This design comes from an exercise in tuning for small area, a short achievable clock period and few clock cycles per item on the open sky130 flow, not from production work. Function was checked by simulation only, so behaviour that the tests miss may differ from the original.

Design evaluator, start of the top module:
module evaluator(
    input clk_i ,
    input rst_i ,
    input [7:0] a_bi ,
    input [7:0] b_bi ,
    input start_i ,
    output ready,
    output busy_o ,
    output reg [8:0] y_bo
);
    reg [1:0]  st;       
    wire       busy = (st != 2'd0);
    wire       p1   = (st == 2'd1);
    reg [4:0]  top;      
    reg        c12;      
    reg [11:8] nlo;      
    reg [7:0]  rem;      
    reg [3:0]  xq;       
    wire [16:0] t0, t1;
    summator sq_sum(.a1(a_bi), .b1(b_bi), .res0(t0), .res1(t1));
    wire [12:0] lo_sum = t0[11:0] + t1[11:0];
    always @(posedge clk_i) begin
        top <= t0[16:12] + t1[16:12];
        c12 <= lo_sum[12];
        nlo <= lo_sum[11:8];
    end
    wire [2:0] yt;
    wire [3:0] rt;
    wire       pos, zero;
    wire [2:0] e1, e0;
    assign yt[0] = (c12 & ~top[2] & top[3]) | (~c12 & top[0] & top[3]) | (~top[0] & top[2] & top[3]) | (~c12 & top[1] & ~top[2] & ~top[4]) | (top[0] & ~top[1] & top[3]) | (c12 & ~top[0] & ~top[2] & ~top[4]) | (top[0] & ~top[1] & ~top[2] & ~top[4]) | (top[1] & ~top[2] & top[3]);
    assign yt[1] = (~top[2] & top[3] & ~top[4]) | (top[2] & ~top[3] & ~top[4]) | (~top[0] & top[3] & ~top[4]) | (~top[1] & top[2] & ~top[4]) | (~c12 & top[2] & ~top[4]) | (c12 & top[0] & top[1] & ~top[2] & ~top[4]);
    assign yt[2] = (~top[3] & top[4]) | (~top[1] & top[4]) | (~top[0] & top[4]) | (~c12 & top[4]) | (~top[2] & top[4]) | (c12 & top[0] & top[1] & top[2] & top[3] & ~top[4]);
  ...
clock: 4.0 ns
lec_check: 0
cap_margin: 20
core_margin: 2
core_utilization: 60
gpl_timing_driven: 0
slew_margin: 20
run.sh (not shown) runs the stock make flow with config.mk's settings and CLKGATE_MAP_FILE= SYNTH_SCRIPT=/design/flow/synth_recipe.tcl, a recipe that flattens the netlist after the stock synthesis.
Testbench counts at the start, summed over its fixed seeds: cycles 6,408, items 1,600.
==> next run, changes <==
CORE_UTILIZATION = 67   (was 60)
CTS_BUF_LIST = sky130_fd_sc_hd__clkbuf_2 sky130_fd_sc_hd__clkbuf_4   (was unset)
Sequential share of layout area rose by 0.14 points.
Setup slack is better by 0.018 ns.
Critical path depth rises by 1.
Count of clock-buffer cells in the layout goes down by 1.
Fmax rises by about 0.47%.
Die area shrinks by 10%.
Non-clock buffer count falls by 2.
==> next run, changes <==
CORE_UTILIZATION = 60   (was 67)
What happened: Clock-buffer cell count is lower by 1. Core utilization is lower by 8.6 points. Worst setup slack is about the same. Critical path depth is lower by 3.
==> next run, changes <==
CORE_UTILIZATION = 50   (was 60)
What happened: The new run went through all stages and came out clean. Via count shrinks by about 2.2%. Register-to-register slack gets better by 0.05 ns. Synthesized area stays the same. Worst setup slack loses 0.049 ns. Sequential share of layout area is about the same. Wire length decreases by about 0.6%. Cell count goes up by about 1%. Count of clock-buffer cells in the layout rises by 1. Synthesized cell count does not change.
==> next run, changes <==
ABC_AREA = 1   (was unset)
CORE_UTILIZATION = 60   (was 50)
CTS_BUF_LIST = unset   (was sky130_fd_sc_hd__clkbuf_2 sky130_fd_sc_hd__clkbuf_4)
After rerunning:
- clock-buffer cell count goes up by 1
- flip-flop and latch count does not change
- final area goes up by a few percent
- first-iteration DRC count goes up by well over a third
- worst hold slack gets better by 0.022 ns
- die area goes down by roughly a tenth
==> next run, changes <==
ABC_AREA = unset   (was 1)
CAP_MARGIN = 0   (was 20)
CTS_BUF_LIST = sky130_fd_sc_hd__clkbuf_2 sky130_fd_sc_hd__clkbuf_4   (was unset)
SLEW_MARGIN = 0   (was 20)
What happened: The changed run produced a clean layout. Wire length shrinks by about 9%. Global-route usage shrinks by 1.9 points. Sequential share of layout area climbs by 0.56 points. Clock skew is lower by 0.0032 ns. Utilization went up by 1.4 points. Area after synthesis came out lower by 7.1%. Hold slack degrades by 0.032 ns.

## re-timing with driven ports
In the flow no input, the clock included, has a driving cell. The finished layouts below were timed again as built, in two steps.
Step 1 sets driving cells, clkbuf_16 on the clock port and buf_2 on the other inputs (assumed; they add their load-dependent delay and slew).
Step 2 also shifts input and output timing later by t, the mid clock arrival at the registers, as if the neighbouring blocks saw the same clock.
Slacks: ideal / step 1 / step 2; pairs: ideal / step 1.
run | t (ns) | setup slack, ns | hold slack, ns
the first run | 0.321 | 0.113 / 0.125 / -0.196 | 0.474 / 0.474 / 0.474
the second run | 0.367 | 0.131 / 0.136 / -0.232 | 0.495 / 0.495 / 0.495
the third run | 0.375 | 0.132 / 0.142 / -0.233 | 0.479 / 0.479 / 0.479
the fourth run | 0.363 | 0.083 / 0.098 / -0.265 | 0.488 / 0.488 / 0.488
the fifth run | 0.312 | 0.164 / 0.175 / -0.137 | 0.510 / 0.510 / 0.510
the sixth run | 0.375 | 0.132 / 0.142 / -0.233 | 0.479 / 0.479 / 0.479
Met with ideal ports but missed after step 2: setup timing in every run listed.
